Context: an optimization exercise on an open-source flow, tuned for small area. The choices shown serve that exercise and are no tape-out recipe.
In this exercise RTL edits were held to simulation tests only and were not proved equivalent to the original.
Power figures rest on the tool's default switching activity, not on a simulated workload.

`design/flow/run.sh`:
```
#!/bin/bash
# synth_recipe.tcl (not shown) runs the flow's synth.tcl, then flattens the netlist and writes it again
# the make line also repeats each setting of config.mk as NAME=value (left out here)
make -C /OpenROAD-flow-scripts/flow DESIGN_CONFIG=/design/flow/config.mk WORK_HOME=/design/flow/orfs CLKGATE_MAP_FILE= SYNTH_SCRIPT=/design/flow/synth_recipe.tcl finish
```
`design/flow/config.mk`:
```
export PLATFORM = sky130hd
export DESIGN_NAME = top_multi_sensor_lcd_uart
export DESIGN_NICKNAME = top_multi_sensor_lcd_uart
export VERILOG_FILES = /design/flow/design.v
export SDC_FILE = /design/flow/constraint.sdc
export NUM_CORES = 4
export LEC_CHECK = 0
export CAP_MARGIN = 20
export CORE_MARGIN = 2
export CORE_UTILIZATION = 40
export SLEW_MARGIN = 20
```
`design/flow/constraint.sdc`:
```
create_clock -name core_clock -period 20.0 [get_ports {clk}]
set_input_delay 4.0000 -clock core_clock [delete_from_list [all_inputs] [get_ports {clk}]]
set_output_delay 4.0000 -clock core_clock [all_outputs]
set_load 0.01 [all_outputs]
```
`design/flow/design.v`:
```
module uart_tx #(
    parameter CLKS_PER_BIT = 5208  
)(
    input wire       clk,
    input wire       rst_n,
    input wire       tx_start,
    input wire [7:0] tx_data,
    output reg       tx_serial,
    output reg       busy
);
    localparam IDLE  = 2'b00;
    localparam START = 2'b01;
    localparam DATA  = 2'b10;
    localparam STOP  = 2'b11;
    reg [1:0]  state;
    reg [15:0] clk_count;  
    reg [2:0]  bit_index;
    reg [7:0]  data_temp;
    always @(posedge clk or negedge rst_n) begin
        if (!rst_n) begin
            state     <= IDLE;
            tx_serial <= 1'b1;
            busy      <= 1'b0;
            clk_count <= 0;
            bit_index <= 0;
            data_temp <= 8'd0;
        end else begin
            case (state)
                IDLE: begin
                    tx_serial <= 1'b1;
                    busy      <= 1'b0;
                    clk_count <= 0;
                    bit_index <= 0;
                    if (tx_start) begin
                        data_temp <= tx_data;
                        busy      <= 1'b1;
                        state     <= START;
                    end
                end
                START: begin
                    tx_serial <= 1'b0;
                    if (clk_count < CLKS_PER_BIT - 1) begin
                        clk_count <= clk_count + 1;
                    end else begin
                        clk_count <= 0;
                        state     <= DATA;
                    end
                end
                DATA: begin
                    tx_serial <= data_temp[bit_index];
                    if (clk_count < CLKS_PER_BIT - 1) begin
                        clk_count <= clk_count + 1;
                    end else begin
                        clk_count <= 0;
                        if (bit_index < 7)
                            bit_index <= bit_index + 1;
                        else begin
                            bit_index <= 0;
                            state     <= STOP;
                        end
                    end
                end
                STOP: begin
                    tx_serial <= 1'b1;
                    if (clk_count < CLKS_PER_BIT - 1) begin
                        clk_count <= clk_count + 1;
                    end else begin
                        clk_count <= 0;
                        busy      <= 1'b0;
                        state     <= IDLE;
                    end
                end
                default: state <= IDLE;
            endcase
        end
    end
endmodule
module I2C_ADS1115 #(
    parameter [31:0] CONVERSION_DELAY = 32'd9000,
    parameter [31:0] READ_WAIT        = 32'd20000
)(
    input   system_clock,
    input   rst_n,           
    input   reset_n,         
    output  I2C_SCLK,
    input   sda_in,
    output  sda_out,
    output  sda_oe,
    output reg [15:0] adc_value,
    output reg        adc_valid
);
localparam RESET                     = 6'd0;
localparam WAIT_START                = 6'd1;
localparam START_WR_CONFIG           = 6'd2;
localparam START_WR_CONFIG_RDY       = 6'd3;
localparam START_WR_CONFIG_STB       = 6'd4;
localparam WRITE_CONFIG              = 6'd5;
localparam STOP_WR_CONFIG            = 6'd6;
localparam STOP_WR_CONFIG_RDY        = 6'd7;
localparam STOP_WR_CONFIG_STB        = 6'd8;
localparam WAIT_CONVERSION           = 6'd9;
localparam START_WR_PTR              = 6'd10;
localparam START_WR_PTR_RDY          = 6'd11;
localparam START_WR_PTR_STB          = 6'd12;
localparam WRITE_PTR                 = 6'd13;
localparam STOP_WR_PTR               = 6'd14;  
localparam STOP_WR_PTR_RDY           = 6'd15;  
localparam STOP_WR_PTR_STB           = 6'd16;  
localparam START_READ                = 6'd17;  
localparam START_READ_READY          = 6'd18;  
localparam START_READ_STABLE         = 6'd19;  
localparam READ_DATA                 = 6'd20;
localparam STOP_READ                 = 6'd21;
localparam STOP_READ_READY           = 6'd22;
localparam STOP_READ_STABLE          = 6'd23;
reg [5:0]   presentState;
reg [5:0]   nextState;
reg [31:0]  count_2;
reg         i2c_sclk_local_200khz;
reg         i2c_sclk_local_output;
reg         sda_out_en;
reg [7:0]   i2c_clock_cycles;
reg         i2c_sda_state;
reg [31:0]  counter_last;
reg [7:0]   adc_byte_high;
reg [7:0]   adc_byte_low;
localparam [7:0] cmd_write      = {7'b100_1000, 1'b0};  
localparam [7:0] cmd_read       = {7'b100_1000, 1'b1};  
localparam [7:0] ptr_convert    = 8'h00;
localparam [7:0] ptr_config     = 8'h01;
localparam [7:0] config_msb     = 8'hC3;  
localparam [7:0] config_lsb     = 8'h83;  
always @ (posedge system_clock or negedge rst_n) begin
    if (!rst_n) begin
        count_2 <= 32'd0;
        i2c_sclk_local_200khz <= 1'b1;
    end else if(count_2 == 25) begin
         i2c_sclk_local_200khz <= ~i2c_sclk_local_200khz;
         count_2 <= 32'd1;
    end else count_2 <= count_2 + 32'd1;
end
wire step = (count_2 == 25) && !i2c_sclk_local_200khz;
always @ (posedge system_clock or negedge rst_n) begin
    if (!rst_n) presentState <= RESET;
    else if (step) begin
        if(!reset_n) presentState <= RESET;
        else presentState <= nextState;
    end
end
always @ (*) begin
    case(presentState)
        WRITE_CONFIG: begin
            if( (i2c_clock_cycles >= 16 && i2c_clock_cycles <= 17) ||
                (i2c_clock_cycles >= 34 && i2c_clock_cycles <= 35) ||
                (i2c_clock_cycles >= 52 && i2c_clock_cycles <= 53) ||
                (i2c_clock_cycles >= 70 && i2c_clock_cycles <= 71) )
                sda_out_en = 1'b0;  
            else sda_out_en = 1'b1;
        end
        WRITE_PTR: begin
            if( (i2c_clock_cycles >= 16 && i2c_clock_cycles <= 17) ||
                (i2c_clock_cycles >= 34 && i2c_clock_cycles <= 35) )
                sda_out_en = 1'b0;  
            else sda_out_en = 1'b1;
        end
        READ_DATA: begin
            if( i2c_clock_cycles <= 15 ) sda_out_en = 1'b1;
            else if (i2c_clock_cycles >= 34 && i2c_clock_cycles <= 35) sda_out_en = 1'b1;
            else if (i2c_clock_cycles >= 52 && i2c_clock_cycles <= 53) sda_out_en = 1'b1;
            else sda_out_en = 1'b0;
        end
        default: sda_out_en = 1'b1;
    endcase
end
always @ (posedge system_clock or negedge rst_n) begin
    if (!rst_n) begin
        adc_byte_high <= 8'd0;
        adc_byte_low  <= 8'd0;
    end else if(step && presentState == READ_DATA && i2c_sclk_local_output == 1'b1 && sda_out_en == 1'b0) begin
        case(i2c_clock_cycles)
            19: adc_byte_high[7] <= sda_in; 21: adc_byte_high[6] <= sda_in;
            23: adc_byte_high[5] <= sda_in; 25: adc_byte_high[4] <= sda_in;
            27: adc_byte_high[3] <= sda_in; 29: adc_byte_high[2] <= sda_in;
            31: adc_byte_high[1] <= sda_in; 33: adc_byte_high[0] <= sda_in;
            37: adc_byte_low[7] <= sda_in;  39: adc_byte_low[6] <= sda_in;
            41: adc_byte_low[5] <= sda_in;  43: adc_byte_low[4] <= sda_in;
            45: adc_byte_low[3] <= sda_in;  47: adc_byte_low[2] <= sda_in;
            49: adc_byte_low[1] <= sda_in;  51: adc_byte_low[0] <= sda_in;
            default: ;
        endcase
    end
end
always @ (posedge system_clock or negedge rst_n) begin
    if (!rst_n) begin
        adc_value <= 16'd0;
        adc_valid <= 1'b0;
    end else if (step) begin
        if(!reset_n) begin
            adc_value <= 16'd0;
            adc_valid <= 1'b0;
        end
        else if(presentState == STOP_READ && nextState == STOP_READ_READY) begin
            adc_value <= {adc_byte_high, adc_byte_low};
            adc_valid <= 1'b1;
        end
        else if(presentState == STOP_READ_STABLE) begin
            adc_valid <= 1'b0;
        end
    end
end
always @ (*) begin
    i2c_sda_state = 1'b1;
    case(presentState)
        RESET, WAIT_START, WAIT_CONVERSION: i2c_sda_state = 1'b1;
        START_WR_CONFIG: i2c_sda_state = 1'b1;
        START_WR_CONFIG_RDY, START_WR_CONFIG_STB: i2c_sda_state = 1'b0;
        STOP_WR_CONFIG, STOP_WR_CONFIG_RDY: i2c_sda_state = 1'b0;
        STOP_WR_CONFIG_STB: i2c_sda_state = 1'b1;
        START_WR_PTR: i2c_sda_state = 1'b1;
        START_WR_PTR_RDY, START_WR_PTR_STB: i2c_sda_state = 1'b0;
        STOP_WR_PTR:         i2c_sda_state = 1'b0;
        STOP_WR_PTR_RDY:     i2c_sda_state = 1'b0;
        STOP_WR_PTR_STB:     i2c_sda_state = 1'b1;
        START_READ:          i2c_sda_state = 1'b1;
        START_READ_READY:    i2c_sda_state = 1'b0;
        START_READ_STABLE:   i2c_sda_state = 1'b0;
        STOP_READ, STOP_READ_READY: i2c_sda_state = 1'b0;
        STOP_READ_STABLE: i2c_sda_state = 1'b1;
        WRITE_CONFIG: begin
             case(i2c_clock_cycles)
                0,1: i2c_sda_state = cmd_write[7];   2,3: i2c_sda_state = cmd_write[6];
                4,5: i2c_sda_state = cmd_write[5];   6,7: i2c_sda_state = cmd_write[4];
                8,9: i2c_sda_state = cmd_write[3];   10,11: i2c_sda_state = cmd_write[2];
                12,13: i2c_sda_state = cmd_write[1]; 14,15: i2c_sda_state = cmd_write[0];
                18,19: i2c_sda_state = ptr_config[7]; 20,21: i2c_sda_state = ptr_config[6];
                22,23: i2c_sda_state = ptr_config[5]; 24,25: i2c_sda_state = ptr_config[4];
                26,27: i2c_sda_state = ptr_config[3]; 28,29: i2c_sda_state = ptr_config[2];
                30,31: i2c_sda_state = ptr_config[1]; 32,33: i2c_sda_state = ptr_config[0];
                36,37: i2c_sda_state = config_msb[7]; 38,39: i2c_sda_state = config_msb[6];
                40,41: i2c_sda_state = config_msb[5]; 42,43: i2c_sda_state = config_msb[4];
                44,45: i2c_sda_state = config_msb[3]; 46,47: i2c_sda_state = config_msb[2];
                48,49: i2c_sda_state = config_msb[1]; 50,51: i2c_sda_state = config_msb[0];
                54,55: i2c_sda_state = config_lsb[7]; 56,57: i2c_sda_state = config_lsb[6];
                58,59: i2c_sda_state = config_lsb[5]; 60,61: i2c_sda_state = config_lsb[4];
                62,63: i2c_sda_state = config_lsb[3]; 64,65: i2c_sda_state = config_lsb[2];
                66,67: i2c_sda_state = config_lsb[1]; 68,69: i2c_sda_state = config_lsb[0];
                default: i2c_sda_state = 1'b1;
            endcase
        end
        WRITE_PTR: begin
            case(i2c_clock_cycles)
                0,1: i2c_sda_state = cmd_write[7];   2,3: i2c_sda_state = cmd_write[6];
                4,5: i2c_sda_state = cmd_write[5];   6,7: i2c_sda_state = cmd_write[4];
                8,9: i2c_sda_state = cmd_write[3];   10,11: i2c_sda_state = cmd_write[2];
                12,13: i2c_sda_state = cmd_write[1]; 14,15: i2c_sda_state = cmd_write[0];
                18,19: i2c_sda_state = ptr_convert[7]; 20,21: i2c_sda_state = ptr_convert[6];
                22,23: i2c_sda_state = ptr_convert[5]; 24,25: i2c_sda_state = ptr_convert[4];
                26,27: i2c_sda_state = ptr_convert[3]; 28,29: i2c_sda_state = ptr_convert[2];
                30,31: i2c_sda_state = ptr_convert[1]; 32,33: i2c_sda_state = ptr_convert[0];
                default: i2c_sda_state = 1'b1;
            endcase
        end
        READ_DATA: begin
             case(i2c_clock_cycles)
                0,1: i2c_sda_state = cmd_read[7];   2,3: i2c_sda_state = cmd_read[6];
                4,5: i2c_sda_state = cmd_read[5];   6,7: i2c_sda_state = cmd_read[4];
                8,9: i2c_sda_state = cmd_read[3];   10,11: i2c_sda_state = cmd_read[2];
                12,13: i2c_sda_state = cmd_read[1]; 14,15: i2c_sda_state = cmd_read[0];
                34,35: i2c_sda_state = 1'b0;  
                52,53: i2c_sda_state = 1'b1;  
                default: i2c_sda_state = 1'b1;
            endcase
        end
        default: i2c_sda_state = 1'b1;
    endcase
end
always @ (posedge system_clock or negedge rst_n) begin
    if (!rst_n) begin
        counter_last     <= 32'd0;
        i2c_clock_cycles <= 8'd0;
    end else if (step) begin
        if(presentState == WAIT_CONVERSION || presentState == STOP_READ_STABLE) begin
             if(presentState == WAIT_CONVERSION && counter_last < CONVERSION_DELAY)
                 counter_last <= counter_last + 1;
             else if (presentState == STOP_READ_STABLE && counter_last < READ_WAIT)
                 counter_last <= counter_last + 1;
             else
                 counter_last <= 0;
        end else begin
             counter_last <= 0;
        end
        case(presentState)
            WRITE_CONFIG: i2c_clock_cycles <= (i2c_clock_cycles + 1) % 72;
            WRITE_PTR:    i2c_clock_cycles <= (i2c_clock_cycles + 1) % 36;
            READ_DATA:    i2c_clock_cycles <= (i2c_clock_cycles + 1) % 54;
            default:      i2c_clock_cycles <= 0;
        endcase
    end
end
always @ (*) begin
    case(presentState)
        RESET, WAIT_START, WAIT_CONVERSION: i2c_sclk_local_output = 1'b1;
        START_WR_CONFIG:        i2c_sclk_local_output = 1'b1;
        START_WR_CONFIG_RDY:    i2c_sclk_local_output = 1'b1;
        START_WR_CONFIG_STB:    i2c_sclk_local_output = 1'b0;
        WRITE_CONFIG:           i2c_sclk_local_output = i2c_clock_cycles[0];
        STOP_WR_CONFIG:         i2c_sclk_local_output = 1'b0;
        STOP_WR_CONFIG_RDY:     i2c_sclk_local_output = 1'b1;
        STOP_WR_CONFIG_STB:     i2c_sclk_local_output = 1'b1;
        START_WR_PTR:           i2c_sclk_local_output = 1'b1;
        START_WR_PTR_RDY:       i2c_sclk_local_output = 1'b1;
        START_WR_PTR_STB:       i2c_sclk_local_output = 1'b0;
        WRITE_PTR:              i2c_sclk_local_output = i2c_clock_cycles[0];
        STOP_WR_PTR:            i2c_sclk_local_output = 1'b0;
        STOP_WR_PTR_RDY:        i2c_sclk_local_output = 1'b1;
        STOP_WR_PTR_STB:        i2c_sclk_local_output = 1'b1;
        START_READ:             i2c_sclk_local_output = 1'b1;
        START_READ_READY:       i2c_sclk_local_output = 1'b1;
        START_READ_STABLE:      i2c_sclk_local_output = 1'b0;
        READ_DATA:              i2c_sclk_local_output = i2c_clock_cycles[0];
        STOP_READ:              i2c_sclk_local_output = 1'b0;
        STOP_READ_READY:        i2c_sclk_local_output = 1'b1;
        STOP_READ_STABLE:       i2c_sclk_local_output = 1'b1;
        default: i2c_sclk_local_output = 1'b1;
    endcase
end
always @ (*) begin
    case(presentState)
        RESET: nextState = WAIT_START;
        WAIT_START: nextState = START_WR_CONFIG;
        START_WR_CONFIG:        nextState = START_WR_CONFIG_RDY;
        START_WR_CONFIG_RDY:    nextState = START_WR_CONFIG_STB;
        START_WR_CONFIG_STB:    nextState = WRITE_CONFIG;
        WRITE_CONFIG:           if(i2c_clock_cycles == 71) nextState = STOP_WR_CONFIG;
                                else nextState = WRITE_CONFIG;
        STOP_WR_CONFIG:         nextState = STOP_WR_CONFIG_RDY;
        STOP_WR_CONFIG_RDY:     nextState = STOP_WR_CONFIG_STB;
        STOP_WR_CONFIG_STB:     nextState = WAIT_CONVERSION;
        WAIT_CONVERSION:        if(counter_last >= CONVERSION_DELAY) nextState = START_WR_PTR;
                                else nextState = WAIT_CONVERSION;
        START_WR_PTR:           nextState = START_WR_PTR_RDY;
        START_WR_PTR_RDY:       nextState = START_WR_PTR_STB;
        START_WR_PTR_STB:       nextState = WRITE_PTR;
        WRITE_PTR:              if(i2c_clock_cycles == 35) nextState = STOP_WR_PTR;
                                else nextState = WRITE_PTR;
        STOP_WR_PTR:            nextState = STOP_WR_PTR_RDY;
        STOP_WR_PTR_RDY:        nextState = STOP_WR_PTR_STB;
        STOP_WR_PTR_STB:        nextState = START_READ;
        START_READ:             nextState = START_READ_READY;
        START_READ_READY:       nextState = START_READ_STABLE;
        START_READ_STABLE:      nextState = READ_DATA;
        READ_DATA:              if(i2c_clock_cycles == 53) nextState = STOP_READ;
                                else nextState = READ_DATA;
        STOP_READ:              nextState = STOP_READ_READY;
        STOP_READ_READY:        nextState = STOP_READ_STABLE;
        STOP_READ_STABLE:       if(counter_last == 0) nextState = WAIT_START;
                                else nextState = STOP_READ_STABLE;
        default: nextState = RESET;
    endcase
end
assign I2C_SCLK = i2c_sclk_local_output;
assign sda_out  = i2c_sda_state;
assign sda_oe   = sda_out_en;
endmodule
module I2C_BH1750 #(
    parameter [31:0] READ_WAIT = 32'd18000
)(
    input   system_clock,
    input   rst_n,           
    input   reset_n,         
    output  I2C_SCLK,
    input   sda_in,
    output  sda_out,
    output  sda_oe,
    output reg [15:0] lux_value,
    output reg lux_valid
);
localparam RESET                        = 5'd0;
localparam WAIT_RDWR                    = 5'd1;
localparam START_WR                     = 5'd2;
localparam START_WR_READY               = 5'd3;
localparam START_WR_STABLE              = 5'd4;
localparam WRITE                        = 5'd5;
localparam STOP_WR                      = 5'd6;
localparam STOP_WR_READY                = 5'd7;
localparam STOP_WR_STABLE               = 5'd8;
localparam START_READ                   = 5'd9;
localparam START_READ_READY             = 5'd10;
localparam START_READ_STABLE            = 5'd11;
localparam READ                         = 5'd12;
localparam STOP_READ                    = 5'd13;
localparam STOP_READ_READY              = 5'd14;
localparam STOP_READ_STABLE             = 5'd15;
reg [3:0]   presentState;
reg [3:0]   nextState;
reg [31:0]  count_2;
reg         i2c_sclk_local_200khz;
reg         i2c_sclk_local_output;
reg         sda_out_en;
reg [7:0]   i2c_clock_cycles;
reg         i2c_sda_state;
reg         i2c_sda_hold;        
reg [31:0]  counter_last;
reg [7:0] lux_byte_high;
reg [7:0] lux_byte_low;
localparam [7:0] write_command = {7'b0100_011, 1'b0};   
localparam [7:0] read_command  = {7'b0100_011, 1'b1};   
localparam [7:0] write_configuration = 8'h11;
always @ (posedge system_clock or negedge rst_n)
begin
    if (!rst_n)
    begin
        count_2 <= 32'd0;
        i2c_sclk_local_200khz <= 1'b1;
    end
    else if(count_2 == 25)
    begin
         i2c_sclk_local_200khz <= ~i2c_sclk_local_200khz;
         count_2 <= 32'd1;
    end
    else
        count_2 <= count_2 + 32'd1;
end
wire step = (count_2 == 25) && !i2c_sclk_local_200khz;
always @ (posedge system_clock or negedge rst_n)
begin
    if (!rst_n)
        presentState <= RESET;
    else if (step)
    begin
        if(!reset_n)
            presentState <= RESET;
        else
            presentState <= nextState;
    end
end
always @ (*)
begin
	if(presentState == WRITE)
		begin
			if(i2c_clock_cycles <= 15)
				sda_out_en = 1'b1;
			else if (i2c_clock_cycles > 17 && i2c_clock_cycles <= 33)
				sda_out_en = 1'b1;
			else
				sda_out_en = 1'b0;
		end
	else if (presentState == READ)
		if(i2c_clock_cycles <= 15)
			sda_out_en = 1'b1;
		else if(i2c_clock_cycles == 34 || i2c_clock_cycles == 35 || i2c_clock_cycles == 52 ||i2c_clock_cycles == 53)
			sda_out_en = 1'b1;
		else
			sda_out_en = 1'b0;
	else
		sda_out_en = 1'b1;
end
always @ (posedge system_clock or negedge rst_n)
begin
    if (!rst_n)
    begin
        lux_byte_high <= 8'd0;
        lux_byte_low  <= 8'd0;
    end
    else if(step && presentState == READ && i2c_sclk_local_output == 1'b1 && sda_out_en == 1'b0)
    begin
        case(i2c_clock_cycles)
            19: lux_byte_high[7] <= sda_in;
            21: lux_byte_high[6] <= sda_in;
            23: lux_byte_high[5] <= sda_in;
            25: lux_byte_high[4] <= sda_in;
            27: lux_byte_high[3] <= sda_in;
            29: lux_byte_high[2] <= sda_in;
            31: lux_byte_high[1] <= sda_in;
            33: lux_byte_high[0] <= sda_in;
            37: lux_byte_low[7] <= sda_in;
            39: lux_byte_low[6] <= sda_in;
            41: lux_byte_low[5] <= sda_in;
            43: lux_byte_low[4] <= sda_in;
            45: lux_byte_low[3] <= sda_in;
            47: lux_byte_low[2] <= sda_in;
            49: lux_byte_low[1] <= sda_in;
            51: lux_byte_low[0] <= sda_in;
            default: begin end
        endcase
    end
end
always @ (posedge system_clock or negedge rst_n)
begin
    if (!rst_n)
    begin
        lux_value <= 16'd0;
        lux_valid <= 1'b0;
    end
    else if (step)
    begin
        if(!reset_n)
        begin
            lux_value <= 16'd0;
            lux_valid <= 1'b0;
        end
        else if(presentState == STOP_READ && nextState == STOP_READ_READY)
        begin
            lux_value <= {lux_byte_high, lux_byte_low};
            lux_valid <= 1'b1;
        end
        else if(presentState == STOP_READ_STABLE && counter_last == 32'd0)
        begin
            lux_valid <= 1'b0;   
        end
    end
end
always @ (posedge system_clock or negedge rst_n)
begin
    if (!rst_n)
        i2c_sda_hold <= 1'b0;
    else if (step)
        i2c_sda_hold <= i2c_sda_state;
end
always @ (*)
begin
    i2c_sda_state = i2c_sda_hold;
    case(presentState)
        RESET:
            i2c_sda_state = 1'b1;
        START_WR:
            i2c_sda_state = 1'b0;
        WRITE: begin
            case(i2c_clock_cycles)
                0: i2c_sda_state = write_command[7];
                1: i2c_sda_state = write_command[7];
                2: i2c_sda_state = write_command[6];
                3: i2c_sda_state = write_command[6];
                4: i2c_sda_state = write_command[5];
                5: i2c_sda_state = write_command[5];
                6: i2c_sda_state = write_command[4];
                7: i2c_sda_state = write_command[4];
                8: i2c_sda_state = write_command[3];
                9: i2c_sda_state = write_command[3];
                10: i2c_sda_state = write_command[2];
                11: i2c_sda_state = write_command[2];
                12: i2c_sda_state = write_command[1];
                13: i2c_sda_state = write_command[1];
                14: i2c_sda_state = write_command[0];
                15: i2c_sda_state = write_command[0];
                18: i2c_sda_state = write_configuration[7];
                19: i2c_sda_state = write_configuration[7];
                20: i2c_sda_state = write_configuration[6];
                21: i2c_sda_state = write_configuration[6];
                22: i2c_sda_state = write_configuration[5];
                23: i2c_sda_state = write_configuration[5];
                24: i2c_sda_state = write_configuration[4];
                25: i2c_sda_state = write_configuration[4];
                26: i2c_sda_state = write_configuration[3];
                27: i2c_sda_state = write_configuration[3];
                28: i2c_sda_state = write_configuration[2];
                29: i2c_sda_state = write_configuration[2];
                30: i2c_sda_state = write_configuration[1];
                31: i2c_sda_state = write_configuration[1];
                32: i2c_sda_state = write_configuration[0];
                33: i2c_sda_state = write_configuration[0];
                default: begin end
            endcase
        end
        STOP_WR:
            i2c_sda_state = 1'b0;
        STOP_WR_READY:
            i2c_sda_state = 1'b0;
        STOP_WR_STABLE:
            i2c_sda_state = 1'b1;
        START_READ:
            i2c_sda_state = 1'b0;
        READ:
        begin
            case(i2c_clock_cycles)
                0: i2c_sda_state = read_command[7];
                1: i2c_sda_state = read_command[7];
                2: i2c_sda_state = read_command[6];
                3: i2c_sda_state = read_command[6];
                4: i2c_sda_state = read_command[5];
                5: i2c_sda_state = read_command[5];
                6: i2c_sda_state = read_command[4];
                7: i2c_sda_state = read_command[4];
                8: i2c_sda_state = read_command[3];
                9: i2c_sda_state = read_command[3];
                10: i2c_sda_state = read_command[2];
                11: i2c_sda_state = read_command[2];
                12: i2c_sda_state = read_command[1];
                13: i2c_sda_state = read_command[1];
                14: i2c_sda_state = read_command[0];
                15: i2c_sda_state = read_command[0];
                34: i2c_sda_state = 1'b0;    
                35: i2c_sda_state = 1'b0;
                52: i2c_sda_state = 1'b1;    
                53: i2c_sda_state = 1'b1;
                default: begin end
            endcase
        end
        STOP_READ:
            i2c_sda_state = 1'b0;
        STOP_READ_READY:
            i2c_sda_state = 1'b0;
        STOP_READ_STABLE:
            i2c_sda_state = 1'b1;
        default: begin end   
    endcase
end
always @ (posedge system_clock or negedge rst_n)
begin
    if (!rst_n)
    begin
        i2c_sclk_local_output <= 1'b1;
        i2c_clock_cycles      <= 8'd0;
        counter_last          <= 32'd0;
    end
    else if (step)
    begin
    case(presentState)
        RESET:
            i2c_sclk_local_output   <= 1'd1;
        WAIT_RDWR:
            i2c_sclk_local_output   <= 1'd1;
        START_WR:
            i2c_sclk_local_output   <= 1'd1;
        START_WR_READY:
            i2c_sclk_local_output   <= 1'd0;
        START_WR_STABLE:
            i2c_sclk_local_output   <= i2c_sclk_local_output;
        WRITE:
            begin
                i2c_clock_cycles        <= (i2c_clock_cycles + 'd1) % 36;
                i2c_sclk_local_output   <= ~i2c_sclk_local_output;
            end
        STOP_WR:
            i2c_sclk_local_output   <= 1'd1;
        STOP_WR_READY:
            i2c_sclk_local_output   <= 1'd1;
        STOP_WR_STABLE:
            i2c_sclk_local_output   <= i2c_sclk_local_output;
        START_READ:
            i2c_sclk_local_output   <= 1'd1;
        START_READ_READY:
            i2c_sclk_local_output   <= 1'd0;
        START_READ_STABLE:
            i2c_sclk_local_output   <= i2c_sclk_local_output;
        READ:
            begin
                i2c_clock_cycles        <= (i2c_clock_cycles + 'd1) % 54;
                i2c_sclk_local_output   <= ~i2c_sclk_local_output;
            end
        STOP_READ:
            i2c_sclk_local_output   <= 1'd1;
        STOP_READ_READY:
            i2c_sclk_local_output   <= 1'd1;
        STOP_READ_STABLE:
            begin
                if(counter_last >= READ_WAIT) begin counter_last <= 0; end
                else begin counter_last <= counter_last + 32'd1; end
                i2c_sclk_local_output   <= i2c_sclk_local_output;
            end
        default:
            begin
                i2c_sclk_local_output   <= 1'd1;
            end
    endcase
    end
end
always @ (*)
begin
    case(presentState)
        RESET:              nextState = WAIT_RDWR;
        WAIT_RDWR:          nextState = START_WR;
        START_WR:           nextState = START_WR_READY;
        START_WR_READY:     nextState = START_WR_STABLE;
        START_WR_STABLE:    nextState = WRITE;
        WRITE:
            if(i2c_clock_cycles == 35)
                nextState = STOP_WR;
            else
                nextState = WRITE;
        STOP_WR:            nextState = STOP_WR_READY;
        STOP_WR_READY:      nextState = STOP_WR_STABLE;
        STOP_WR_STABLE:     nextState = START_READ;
        START_READ:         nextState = START_READ_READY;
        START_READ_READY:   nextState = START_READ_STABLE;
        START_READ_STABLE:  nextState = READ;
        READ:
            if(i2c_clock_cycles == 53)
                nextState = STOP_READ;
            else
                nextState = READ;
        STOP_READ:          nextState = STOP_READ_READY;
        STOP_READ_READY:    nextState = STOP_READ_STABLE;
        STOP_READ_STABLE:
            if(counter_last == READ_WAIT)
                nextState = START_READ;
            else
                nextState = STOP_READ_STABLE;
        default:
            nextState = RESET;
    endcase
end
assign I2C_SCLK = i2c_sclk_local_output;
assign sda_out  = i2c_sda_state;
assign sda_oe   = sda_out_en;
endmodule
module LCD1602_controller #(
    parameter NUM_COMMANDS = 4,
    parameter NUM_DATA_ALL = 32,
    parameter NUM_DATA_PERLINE = 16,
    parameter DATA_BITS = 8,
    parameter COUNT_MAX = 800000
)(
    input clk,
    input rst_n,                 
    input reset,                 
    input ready_i,
    input [15:0] number1,
    input [15:0] number2,
    output reg rs,
    output rw,
    output enable,
    output reg [DATA_BITS-1:0] data
);
    localparam IDLE                = 3'b000;
    localparam CONFIG_CMD1         = 3'b001;
    localparam WR_STATIC_TEXT_1L   = 3'b010;
    localparam CONFIG_CMD2         = 3'b011;
    localparam WR_STATIC_TEXT_2L   = 3'b100;
    localparam WR_DYN_MAIN         = 3'b101;
    localparam DYN_CURSOR_1 = 2'b00;
    localparam DYN_WR_1     = 2'b01;
    localparam DYN_CURSOR_2 = 2'b10;
    localparam DYN_WR_2     = 2'b11;
    localparam CLEAR_DISPLAY = 8'h01;
    localparam SHIFT_CURSOR_RIGHT = 8'h06;
    localparam DISPON_CURSOROFF = 8'h0C;
    localparam LINES2_MATRIX5x8_MODE8bit = 8'h38;
    localparam START_2LINE = 8'hC0;
    localparam START_AFTER_STATIC_1 = 8'h8B;
    localparam START_AFTER_STATIC_2 = 8'hCB;
    localparam NUM_DATA_DYN_1 = 5;
    localparam NUM_DATA_DYN_2 = 5;
    reg [2:0] fsm_state, next_state;
    reg [1:0] dyn_state, next_dyn_state;
    reg clk_16ms;
    reg [$clog2(COUNT_MAX)-1:0] clk_counter;
    reg [$clog2(NUM_COMMANDS)-1:0] command_counter;
    reg [$clog2(NUM_DATA_PERLINE)-1:0] data_counter;
    reg [DATA_BITS-1:0] dynamic_data_mem1 [0: NUM_DATA_DYN_1-1];
    reg [DATA_BITS-1:0] dynamic_data_mem2 [0: NUM_DATA_DYN_2-1];
    function [7:0] static_data_mem;
        input [4:0] addr;
        begin
            case (addr)
                5'd0:  static_data_mem = 8'h48;
                5'd1:  static_data_mem = 8'h75;
                5'd2:  static_data_mem = 8'h6D;
                5'd3:  static_data_mem = 8'h65;
                5'd4:  static_data_mem = 8'h64;
                5'd5:  static_data_mem = 8'h61;
                5'd6:  static_data_mem = 8'h64;
                5'd7:  static_data_mem = 8'h28;
                5'd8:  static_data_mem = 8'h25;
                5'd9:  static_data_mem = 8'h29;
                5'd16: static_data_mem = 8'h56;
                5'd17: static_data_mem = 8'h61;
                5'd18: static_data_mem = 8'h6C;
                5'd19: static_data_mem = 8'h6F;
                5'd20: static_data_mem = 8'h72;
                5'd21: static_data_mem = 8'h5F;
                5'd22: static_data_mem = 8'h4C;
                5'd23: static_data_mem = 8'h75;
                5'd24: static_data_mem = 8'h78;
                default: static_data_mem = 8'h20;
            endcase
        end
    endfunction
    function [7:0] config_mem;
        input [1:0] addr;
        begin
            case (addr)
                2'd0: config_mem = LINES2_MATRIX5x8_MODE8bit;
                2'd1: config_mem = SHIFT_CURSOR_RIGHT;
                2'd2: config_mem = DISPON_CURSOROFF;
                default: config_mem = CLEAR_DISPLAY;
            endcase
        end
    endfunction
    always @(posedge clk or negedge rst_n) begin
        if (!rst_n) begin
            clk_16ms <= 1'b0;
            clk_counter <= 'b0;
        end else if (clk_counter == COUNT_MAX-1) begin
            clk_16ms <= ~clk_16ms;
            clk_counter <= 'b0;
        end else begin
            clk_counter <= clk_counter + 1;
        end
    end
    wire step = (clk_counter == COUNT_MAX-1) && !clk_16ms;
    always @(posedge clk or negedge rst_n) begin
        if (!rst_n) begin
            fsm_state <= IDLE;
            dyn_state <= DYN_CURSOR_1;
        end else if (reset == 1'b0) begin
            fsm_state <= IDLE;
            dyn_state <= DYN_CURSOR_1;
        end else if (step) begin
            fsm_state <= next_state;
            dyn_state <= next_dyn_state;
        end
    end
    always @(*) begin
        next_state = fsm_state;
        next_dyn_state = dyn_state;
        case (fsm_state)
            IDLE: next_state = (ready_i) ? CONFIG_CMD1 : IDLE;
            CONFIG_CMD1: next_state = (command_counter == (NUM_COMMANDS-1)) ? WR_STATIC_TEXT_1L : CONFIG_CMD1;
            WR_STATIC_TEXT_1L: next_state = (data_counter == (NUM_DATA_PERLINE-1)) ? CONFIG_CMD2 : WR_STATIC_TEXT_1L;
            CONFIG_CMD2: next_state = WR_STATIC_TEXT_2L;
            WR_STATIC_TEXT_2L: next_state = (data_counter == (NUM_DATA_PERLINE-1)) ? WR_DYN_MAIN : WR_STATIC_TEXT_2L;
            WR_DYN_MAIN: begin
                next_state = WR_DYN_MAIN;
                case (dyn_state)
                    DYN_CURSOR_1: next_dyn_state = DYN_WR_1;
                    DYN_WR_1: next_dyn_state = (data_counter == (NUM_DATA_DYN_1-1)) ? DYN_CURSOR_2 : DYN_WR_1;
                    DYN_CURSOR_2: next_dyn_state = DYN_WR_2;
                    DYN_WR_2: next_dyn_state = (data_counter == (NUM_DATA_DYN_2-1)) ? DYN_CURSOR_1 : DYN_WR_2;
                    default: next_dyn_state = DYN_CURSOR_1;
                endcase
            end
            default: next_state = IDLE;
        endcase
    end
    reg [2:0] bcd_state;
    reg [4:0] bcd_counter;
    reg [35:0] shift_reg;  
    reg [15:0] bin_in;
    reg [19:0] bcd_out_1;
    reg [19:0] bcd_out_2;
    reg current_input_sel;  
    localparam BCD_IDLE  = 3'd0;
    localparam BCD_LOAD  = 3'd1;
    localparam BCD_CHECK = 3'd2;
    localparam BCD_SHIFT = 3'd3;
    localparam BCD_DONE  = 3'd4;
    function [3:0] corr;
        input [3:0] val;
        begin
            corr = (val >= 4'd5) ? (val + 4'd3) : val;
        end
    endfunction
    always @(posedge clk or negedge rst_n) begin
        if (!rst_n) begin
            bcd_state <= BCD_IDLE;
            bcd_counter <= 0;
            shift_reg <= 0;
            bin_in <= 0;
            bcd_out_1 <= 0;
            bcd_out_2 <= 0;
            current_input_sel <= 0;
        end else if (!reset) begin
            bcd_state <= BCD_IDLE;
            bcd_counter <= 0;
            shift_reg <= 0;
            bin_in <= 0;
            bcd_out_1 <= 0;
            bcd_out_2 <= 0;
            current_input_sel <= 0;
        end else begin
            case (bcd_state)
                BCD_IDLE: begin
                    if (current_input_sel == 0) begin
                        bin_in <= number1;
                    end else begin
                        bin_in <= number2;
                    end
                    bcd_state <= BCD_LOAD;
                end
                BCD_LOAD: begin
                    shift_reg <= {20'd0, bin_in};
                    bcd_counter <= 0;
                    bcd_state <= BCD_CHECK;
                end
                BCD_CHECK: begin
                    if (bcd_counter == 16) begin
                        bcd_state <= BCD_DONE;
                    end else begin
                        shift_reg[35:32] <= corr(shift_reg[35:32]);  
                        shift_reg[31:28] <= corr(shift_reg[31:28]);  
                        shift_reg[27:24] <= corr(shift_reg[27:24]);  
                        shift_reg[23:20] <= corr(shift_reg[23:20]);  
                        shift_reg[19:16] <= corr(shift_reg[19:16]);  
                        bcd_state <= BCD_SHIFT;
                    end
                end
                BCD_SHIFT: begin
                    shift_reg <= shift_reg << 1;
                    bcd_counter <= bcd_counter + 1;
                    bcd_state <= BCD_CHECK;
                end
                BCD_DONE: begin
                    if (current_input_sel == 0)
                        bcd_out_1 <= shift_reg[35:16];
                    else
                        bcd_out_2 <= shift_reg[35:16];
                    current_input_sel <= ~current_input_sel;
                    bcd_state <= BCD_IDLE;
                end
                default: bcd_state <= bcd_state;
            endcase
        end
    end
    reg [7:0] num1_t5, num1_t4, num1_t3, num1_t2, num1_t1;
    reg [7:0] num2_t5, num2_t4, num2_t3, num2_t2, num2_t1;
    reg [3:0] d4_1, d3_1, d2_1, d1_1, d0_1;
    reg [3:0] d4_2, d3_2, d2_2, d1_2, d0_2;
    always @(*) begin
        d4_1 = bcd_out_1[19:16];
        d3_1 = bcd_out_1[15:12];
        d2_1 = bcd_out_1[11:8];
        d1_1 = bcd_out_1[7:4];
        d0_1 = bcd_out_1[3:0];
        num1_t5 = (d4_1 == 0) ? 8'h20 : ("0" + d4_1);
        num1_t4 = ((d3_1 == 0) && (num1_t5 == 8'h20)) ? 8'h20 : ("0" + d3_1);
        num1_t3 = ((d2_1 == 0) && (num1_t5 == 8'h20) && (num1_t4 == 8'h20)) ? 8'h20 : ("0" + d2_1);
        num1_t2 = ((d1_1 == 0) && (num1_t5 == 8'h20) && (num1_t4 == 8'h20) && (num1_t3 == 8'h20)) ? 8'h20 : ("0" + d1_1);
        num1_t1 = "0" + d0_1;
        d4_2 = bcd_out_2[19:16];
        d3_2 = bcd_out_2[15:12];
        d2_2 = bcd_out_2[11:8];
        d1_2 = bcd_out_2[7:4];
        d0_2 = bcd_out_2[3:0];
        num2_t5 = (d4_2 == 0) ? 8'h20 : ("0" + d4_2);
        num2_t4 = ((d3_2 == 0) && (num2_t5 == 8'h20)) ? 8'h20 : ("0" + d3_2);
        num2_t3 = ((d2_2 == 0) && (num2_t5 == 8'h20) && (num2_t4 == 8'h20)) ? 8'h20 : ("0" + d2_2);
        num2_t2 = ((d1_2 == 0) && (num2_t5 == 8'h20) && (num2_t4 == 8'h20) && (num2_t3 == 8'h20)) ? 8'h20 : ("0" + d1_2);
        num2_t1 = "0" + d0_2;
        dynamic_data_mem1[0] = num1_t5;
        dynamic_data_mem1[1] = num1_t4;
        dynamic_data_mem1[2] = num1_t3;
        dynamic_data_mem1[3] = num1_t2;
        dynamic_data_mem1[4] = num1_t1;
        dynamic_data_mem2[0] = num2_t5;
        dynamic_data_mem2[1] = num2_t4;
        dynamic_data_mem2[2] = num2_t3;
        dynamic_data_mem2[3] = num2_t2;
        dynamic_data_mem2[4] = num2_t1;
    end
    always @(posedge clk or negedge rst_n) begin
        if (!rst_n) begin
            command_counter <= 0;
            data_counter <= 0;
            data <= 8'b0;
            rs <= 1'b0;
        end else if (step) begin
            if (reset == 1'b0) begin
                command_counter <= 0;
                data_counter <= 0;
                data <= 8'b0;
            end else begin
                case (fsm_state)
                    IDLE: begin
                        command_counter <= 0;
                        data_counter <= 0;
                        rs <= 1'b0;
                        data <= 8'b0;
                    end
                    CONFIG_CMD1: begin
                        rs <= 1'b0;
                        data <= config_mem(command_counter);
                        command_counter <= command_counter + 1;
                    end
                    WR_STATIC_TEXT_1L: begin
                        rs <= 1'b1;
                        data <= static_data_mem({1'b0, data_counter});
                        data_counter <= data_counter + 1;
                    end
                    CONFIG_CMD2: begin
                        rs <= 1'b0;
                        data <= START_2LINE;
                        data_counter <= 0;
                    end
                    WR_STATIC_TEXT_2L: begin
                        rs <= 1'b1;
                        data <= static_data_mem({1'b1, data_counter});
                        data_counter <= data_counter + 1;
                    end
                    WR_DYN_MAIN: begin
                        case (dyn_state)
                            DYN_CURSOR_1: begin
                                rs <= 1'b0;
                                data <= START_AFTER_STATIC_1;
                                data_counter <= 0;
                            end
                            DYN_WR_1: begin
                                rs <= 1'b1;
                                data <= dynamic_data_mem1[data_counter];
                                data_counter <= data_counter + 1;
                            end
                            DYN_CURSOR_2: begin
                                rs <= 1'b0;
                                data <= START_AFTER_STATIC_2;
                                data_counter <= 0;
                            end
                            DYN_WR_2: begin
                                rs <= 1'b1;
                                data <= dynamic_data_mem2[data_counter];
                                data_counter <= data_counter + 1;
                            end
                            default: begin
                                rs <= 1'b0;
                                data <= 8'b0;
                            end
                        endcase
                    end
                    default: begin
                        rs <= 1'b0;
                        data <= 8'b0;
                    end
                endcase
            end
        end
    end
    assign enable = clk_16ms;
    assign rw = 1'b0;
endmodule
module top_multi_sensor_lcd_uart (
    input  wire        clk,         
    input  wire        reset,       
    output wire        I2C_SCLK,
    input  wire        i2c_sda_in,
    output wire        i2c_sda_out,
    output wire        i2c_sda_oe,
    output wire        rs,
    output wire        rw,
    output wire        enable,
    output wire [7:0]  data,
    output wire        uart_tx_pin
);
parameter integer UART_CLKS_PER_BIT = 16;
parameter integer SWITCH_CYCLES     = 50_000;    
parameter integer LCD_STARTUP       = 1_000;     
parameter integer LCD_COUNT_MAX     = 16;        
parameter integer UART_GAP          = 100;       
parameter integer ADS_CONV_DELAY    = 30;        
parameter integer ADS_READ_WAIT     = 60;        
parameter integer BH_READ_WAIT      = 60;        
reg [31:0] timer_cnt;
reg        active_sensor;  
always @(posedge clk or negedge reset) begin
    if (!reset) begin
        timer_cnt     <= 0;
        active_sensor <= 0;
    end else begin
        if (timer_cnt < SWITCH_CYCLES) begin
            timer_cnt <= timer_cnt + 1;
        end else begin
            timer_cnt     <= 0;
            active_sensor <= ~active_sensor;
        end
    end
end
wire reset_ads = reset & (active_sensor == 1'b0);
wire reset_bh  = reset & (active_sensor == 1'b1);
wire        sclk_ads, sclk_bh;
wire        sda_out_ads, sda_out_bh, sda_oe_ads, sda_oe_bh;
wire [15:0] ads_raw_value, lux_raw_value;
wire        ads_valid, lux_valid;
reg  [15:0] latched_humidity, latched_lux;
assign I2C_SCLK    = (active_sensor == 1'b0) ? sclk_ads    : sclk_bh;
assign i2c_sda_out = (active_sensor == 1'b0) ? sda_out_ads : sda_out_bh;
assign i2c_sda_oe  = (active_sensor == 1'b0) ? sda_oe_ads  : sda_oe_bh;
reg [15:0] humidity_pct;
reg [15:0] ads_unsigned;
localparam [15:0] VALOR_SECO   = 16'd24000;
localparam [15:0] VALOR_HUMEDO = 16'd7500;
always @(*) begin
    if (ads_raw_value[15] == 1'b1) ads_unsigned = 16'd0;
    else ads_unsigned = ads_raw_value;
    if (ads_unsigned >= VALOR_SECO)        humidity_pct = 16'd0;
    else if (ads_unsigned <= VALOR_HUMEDO) humidity_pct = 16'd100;
    else humidity_pct = ((VALOR_SECO - ads_unsigned) * 32'd1589) >> 18;  
end
always @(posedge clk or negedge reset) begin
    if (!reset) begin
        latched_humidity <= 0;
        latched_lux      <= 0;
    end else begin
        if (ads_valid) latched_humidity <= humidity_pct;
        if (lux_valid) latched_lux      <= lux_raw_value;
    end
end
reg [15:0] uart_tx_buffer;
reg        uart_start_signal;
reg [7:0]  uart_byte_to_send;
wire       uart_busy;
reg [7:0]  sensor_id;
reg [15:0] gap_counter;
reg [3:0]  tx_state;
reg [3:0]  return_state;
localparam S_IDLE       = 4'd0;
localparam S_LOAD_ID    = 4'd1;
localparam S_LOAD_HIGH  = 4'd2;
localparam S_LOAD_LOW   = 4'd3;
localparam S_LOAD_NL    = 4'd4;
localparam S_TRIGGER_TX = 4'd5;
localparam S_WAIT_BUSY  = 4'd6;
localparam S_WAIT_DONE  = 4'd7;
localparam S_GAP        = 4'd8;
uart_tx #(.CLKS_PER_BIT(UART_CLKS_PER_BIT)) uart_inst (
    .clk       (clk),
    .rst_n     (reset),
    .tx_start  (uart_start_signal),
    .tx_data   (uart_byte_to_send),
    .tx_serial (uart_tx_pin),
    .busy      (uart_busy)
);
always @(posedge clk or negedge reset) begin
    if (!reset) begin
        tx_state          <= S_IDLE;
        uart_start_signal <= 0;
        uart_byte_to_send <= 0;
        uart_tx_buffer    <= 0;
        sensor_id         <= 0;
        gap_counter       <= 0;
        return_state      <= S_IDLE;
    end else begin
        case (tx_state)
            S_IDLE: begin
                uart_start_signal <= 0;
                if (lux_valid) begin
                    uart_tx_buffer <= lux_raw_value;
                    sensor_id      <= 8'hAA;
                    tx_state       <= S_LOAD_ID;
                end
                else if (ads_valid) begin
                    uart_tx_buffer <= humidity_pct;
                    sensor_id      <= 8'hBB;
                    tx_state       <= S_LOAD_ID;
                end
            end
            S_LOAD_ID: begin
                uart_byte_to_send <= sensor_id;
                return_state      <= S_LOAD_HIGH;
                tx_state          <= S_TRIGGER_TX;
            end
            S_LOAD_HIGH: begin
                uart_byte_to_send <= uart_tx_buffer[15:8];
                return_state      <= S_LOAD_LOW;
                tx_state          <= S_TRIGGER_TX;
            end
            S_LOAD_LOW: begin
                uart_byte_to_send <= uart_tx_buffer[7:0];
                return_state      <= S_LOAD_NL;
                tx_state          <= S_TRIGGER_TX;
            end
            S_LOAD_NL: begin
                uart_byte_to_send <= 8'h0A;
                return_state      <= S_IDLE;
                tx_state          <= S_TRIGGER_TX;
            end
            S_TRIGGER_TX: begin
                uart_start_signal <= 1;
                if (uart_busy == 1) begin
                    tx_state <= S_WAIT_DONE;
                end
            end
            S_WAIT_DONE: begin
                uart_start_signal <= 0;
                if (uart_busy == 0) begin
                    tx_state <= S_GAP;
                end
            end
            S_GAP: begin
                if (gap_counter < UART_GAP) begin
                    gap_counter <= gap_counter + 1;
                end else begin
                    gap_counter <= 0;
                    tx_state    <= return_state;
                end
            end
            default: tx_state <= S_IDLE;
        endcase
    end
end
I2C_ADS1115 #(.CONVERSION_DELAY(ADS_CONV_DELAY), .READ_WAIT(ADS_READ_WAIT)) i2c_ads (
    .system_clock(clk), .rst_n(reset), .reset_n(reset_ads),
    .I2C_SCLK(sclk_ads), .sda_in(i2c_sda_in), .sda_out(sda_out_ads), .sda_oe(sda_oe_ads),
    .adc_value(ads_raw_value), .adc_valid(ads_valid)
);
I2C_BH1750 #(.READ_WAIT(BH_READ_WAIT)) i2c_bh (
    .system_clock(clk), .rst_n(reset), .reset_n(reset_bh),
    .I2C_SCLK(sclk_bh), .sda_in(i2c_sda_in), .sda_out(sda_out_bh), .sda_oe(sda_oe_bh),
    .lux_value(lux_raw_value), .lux_valid(lux_valid)
);
reg [31:0] lcd_startup_cnt;
reg        lcd_reset_n;
always @(posedge clk or negedge reset) begin
    if (!reset) begin
        lcd_startup_cnt <= 0;
        lcd_reset_n     <= 0;
    end else if (lcd_startup_cnt < LCD_STARTUP) begin
        lcd_startup_cnt <= lcd_startup_cnt + 1;
        lcd_reset_n     <= 0;
    end else begin
        lcd_reset_n     <= 1;
    end
end
LCD1602_controller #(
    .NUM_COMMANDS(4), .NUM_DATA_ALL(32), .NUM_DATA_PERLINE(16), .DATA_BITS(8), .COUNT_MAX(LCD_COUNT_MAX)
) lcd_inst (
    .clk(clk), .rst_n(reset), .reset(lcd_reset_n), .ready_i(1'b1),
    .number1(latched_humidity), .number2(latched_lux),
    .rs(rs), .rw(rw), .enable(enable), .data(data)
);
endmodule
```
==> notes.md <==
==> critical path: cells and delay by family (launching register included) <==
family / cells / cell delay, ns
AO/OA/AOI/OAI: 25 / 5.07
adder cells (fa/ha/maj): 6 / 1.84
buffers and inverters: 3 / 0.74
flip-flops: 1 / 0.49
multiplexers: 4 / 1.21
AND/OR/NAND/NOR: 19 / 5.06
==> report_power, final <==
group | switching (uW) | leakage [uW] | total (uW) | internal (uW)
Combinational | 189 | 0.00742 | 332 | 143
Clock | 434 | 0.00103 | 1150 | 713
Sequential | 45.8 | 0.00706 | 1150 | 1100
==> cell families after synthesis <==
family,synth area share
xor+xnor,0.0449
other cells,0.000244
compound gates,0.157
simple gates,0.180
mux,0.0443
buf+inv,0.0376
flops,0.424
fa+ha+maj,0.113
==> layer usage <==
layer,share of wire,track usage,up-vias
met5,0,0,-
li1,-,-,11500
met4,0.019,0.0435,0
met2,0.44,0.262,335
met1,0.51,0.249,11000
met3,0.032,0.0205,83
==> placed cells by master (no fill, tap or decap), types with 39 or more instances in the layout <==
cell / count
a21oi_1: 151
and3_1: 41
nand3_1: 98
xor2_1: 54
inv_1: 150
nand4_1: 51
fa_1: 52
nand2_1: 328
clkbuf_16: 58
o31ai_1: 39
nor2b_1: 41
nor2_1: 310
ha_1: 194
o21ai_0: 243
nor4_1: 44
mux2_2: 58
mux2i_1: 57
xnor2_1: 104
nor3_1: 84
a22o_1: 48
dfrtp_1: 518
==> area by class of cell <==
type                            instances  share of cell area
Clock buffer                           80              0.0490
Clock inverter                         27              0.0123
Inverter                              153              0.0168
Multi-Input combinational cell       2463               0.490
Sequential cell                       522               0.382
Tap cell                             1030              0.0377
Timing Repair Buffer                   46              0.0116
==> through the flow <==
step	cells	hold slack [ns]	util	total power, uW
3_5_place_dp	4214	0.361	0.422	1500
3_3_place_gp	4214	0.359	0.422	1490
5_1_grt	4321	0.385	0.449	2760
4_1_cts	4321	0.374	0.449	2660
2_1_floorplan	3287	0.421	-	1410
6_report	4321	0.370	0.449	2630
==> worst min path at each step <==
stage | start | end | slack [ns] | cells after the start
floorplan | lcd_startup_cnt[23]$_DFFE_PN0N_ | lcd_startup_cnt[23]$_DFFE_PN0N_ | 0.42 | 1
global placement | lcd_startup_cnt[23]$_DFFE_PN0N_ | lcd_startup_cnt[23]$_DFFE_PN0N_ | 0.36 | 0
detailed placement | lcd_startup_cnt[24]$_DFFE_PN0N_ | lcd_startup_cnt[24]$_DFFE_PN0N_ | 0.36 | 0
CTS | lcd_startup_cnt[24]$_DFFE_PN0N_ | lcd_startup_cnt[24]$_DFFE_PN0N_ | 0.37 | 0
global route | lcd_startup_cnt[24]$_DFFE_PN0N_ | lcd_startup_cnt[24]$_DFFE_PN0N_ | 0.38 | 0
finish | lcd_startup_cnt[24]$_DFFE_PN0N_ | lcd_startup_cnt[24]$_DFFE_PN0N_ | 0.37 | 0
==> impl_metrics.csv <==
group,metric,value,unit
clock_network,cts_tree,"yes",
timing,fin_crit_sh,0.727,
timing,final_max_slew_viol_count,0,
timing,hold_violations,0,
timing,slew_headroom,0.320,
clock_network,cts.reportedPaths.clkPinSlew,0.06,ns
timing,period_minus_slack,14.54,ns
clock_network,cts_root_buf,"clkbuf_16",
timing,setup_viol_count_final,0,
cells_and_area,fillCellCount,7345,
power,power_leakage,0.0155,uW
clock_network,clock_sinks,522,
clock_network,cts-resized-gates,0,
yosys,synth_cell_types,102,
grt,grtUsageTotal,0.169,
worst_setup_path,timing.critical_path.mode_cell,"o21a_1",
hold_path,hold_path.class,"flop to flop",
worst_setup_path,crit_path_max_fanout,16,
place,gp_congestion,0.860,
clock_network,clock_latency,0.62,ns
floorplan,initial_core_util,0.405,
power,cellPowerDensity,76.9,nW/um2
yosys,yosysWarnings,7,
worst_setup_path,crit_required,20.51,ns
cells_and_area,fin_area,34200,um2
cells_and_area,largest_reg_flops,36,
worst_setup_path,r2r-end,"i2c_ads.i2c_clock_cycles[1]$_DFFE_PN0P_",
yosys,synth-main-ff-cell,"dfrtp_1",
yosys,synthCells,3256,
yosys,synth_enable_flop_cells,0,
yosys,synth-seq-cells,522,
yosys,syn-mean-instance-area,9.47,um2
yosys,synth_most_common_cell,"dfrtp_1",
worst_setup_path,rr_worst_depth,57,
yosys,synth_area,30800,um2
worst_setup_path,cp_data_arrival_time,15.05,ns
power,ir_drop,0.0000598,V
yosys,synth_top_area_share,0.421,
floorplan,fp.dieArea,79300,um2
place,portBuffers,16,
place,dpl.hpwl,46.4,mm
yosys,synth_area_leader_cell,"dfrtp_1",
timing,setup_ws,5.46,ns
cells_and_area,diodes,0,
worst_setup_path,cp_slowest_cell,"or3_1",
floorplan,dieWidth,282,um
timing,max_freq,68.8,MHz
routing,drtIter0Drc,1559,
floorplan,design.core.area,76100,um2
worst_setup_path,critPathCaptureType,"flop",
worst_setup_path,critical-path-max-stage-delay,0.67,ns
worst_setup_path,critPathCapture,"i2c_ads.i2c_clock_cycles[1]$_DFFE_PN0P_",
grt,grt_antenna_before_repair,0,
floorplan,ios,18,
yosys,ys_seq_area_frac,0.424,
timing,finalClockSkew,0.0224,ns
routing,dr.pass1.iters,6,
routing,routed-via-count,23000,
place,place_ws,5.48,ns
worst_setup_path,ff2ff_setup_slack,5.46,ns
yosys,yosys-top-cells-area,"dfrtp_1, ha_1, nand2_1",
cells_and_area,multiInputGateArea,16800,um2
grt,grt_overflow,0,
worst_setup_path,crit_type,"flop to flop",
floorplan,rows,101,
clock_network,cts_setup_buffers,0,
cells_and_area,drive_gt1_frac,0.0751,
timing,fin_tns_setup,0,ns
timing,rsz0062_at_grt,"no",
place,placed_area,32100,um2
clock_network,clk_path_buf_depth,3,
clock_network,ctsHoldBuffers,0,
routing,drc,0,
yosys,synth-async-reset-ratio,1.00,
timing,worst_pin_slew,1.02,ns
status,status,"complete, no violations",
clock_network,h-tree-depth,2,
clock_network,cts_made_buffers,57,
routing,viasPerCell,5.32,
routing,post_drt_wl_per_cell,15.2,um
grt,grt_pass1_wl,113,mm
cells_and_area,syn_to_final_growth,10.9,%
worst_setup_path,reg2reg_from,"i2c_ads.presentState[3]$_DFFE_PN0P_",
floorplan,die-height,282,um
grt,first_global_vias,22100,
yosys,ys_top_cells_by_count,"dfrtp_1, nand2_1, nor2_1, o21ai_0, ha_1",
routing,wl,65.7,mm
worst_setup_path,startpoint_type,"flop",
job,drv_cap,0,
cells_and_area,ff_latch_area,13100,um2
cells_and_area,nets,3492,
worst_setup_path,crit_path_start,"i2c_ads.presentState[3]$_DFFE_PN0P_",
grt,grt_max_degree,170,
routing,antenna_left,0,

## what the ideal ports hide
No port has a modelled driver above. Below, the same layout with a new extraction and two added sets of constraints.
Step 1 assumes that a clkbuf_16 drives the clock port and a buf_2 every other input.
Step 2, shift: input delay + t, output delay - t, t = (earliest + latest rising clock arrival at the registers) / 2. This alone moves slack from input paths to output paths.
Slacks: ideal ports / drivers / drivers and shift; pairs: ideal ports / drivers.
t, ns: 0.671
setup slack, ns: 5.465 / 5.465 / 5.465
worst register clock-pin slew, ns: 0.06 / 0.06
worst data-port slew with drivers (ns): 0.08
After both steps this run still meets setup and hold. For this run, drivers alone change the setup slack by 0.000 ns; drivers and shift together by 0.000 ns.
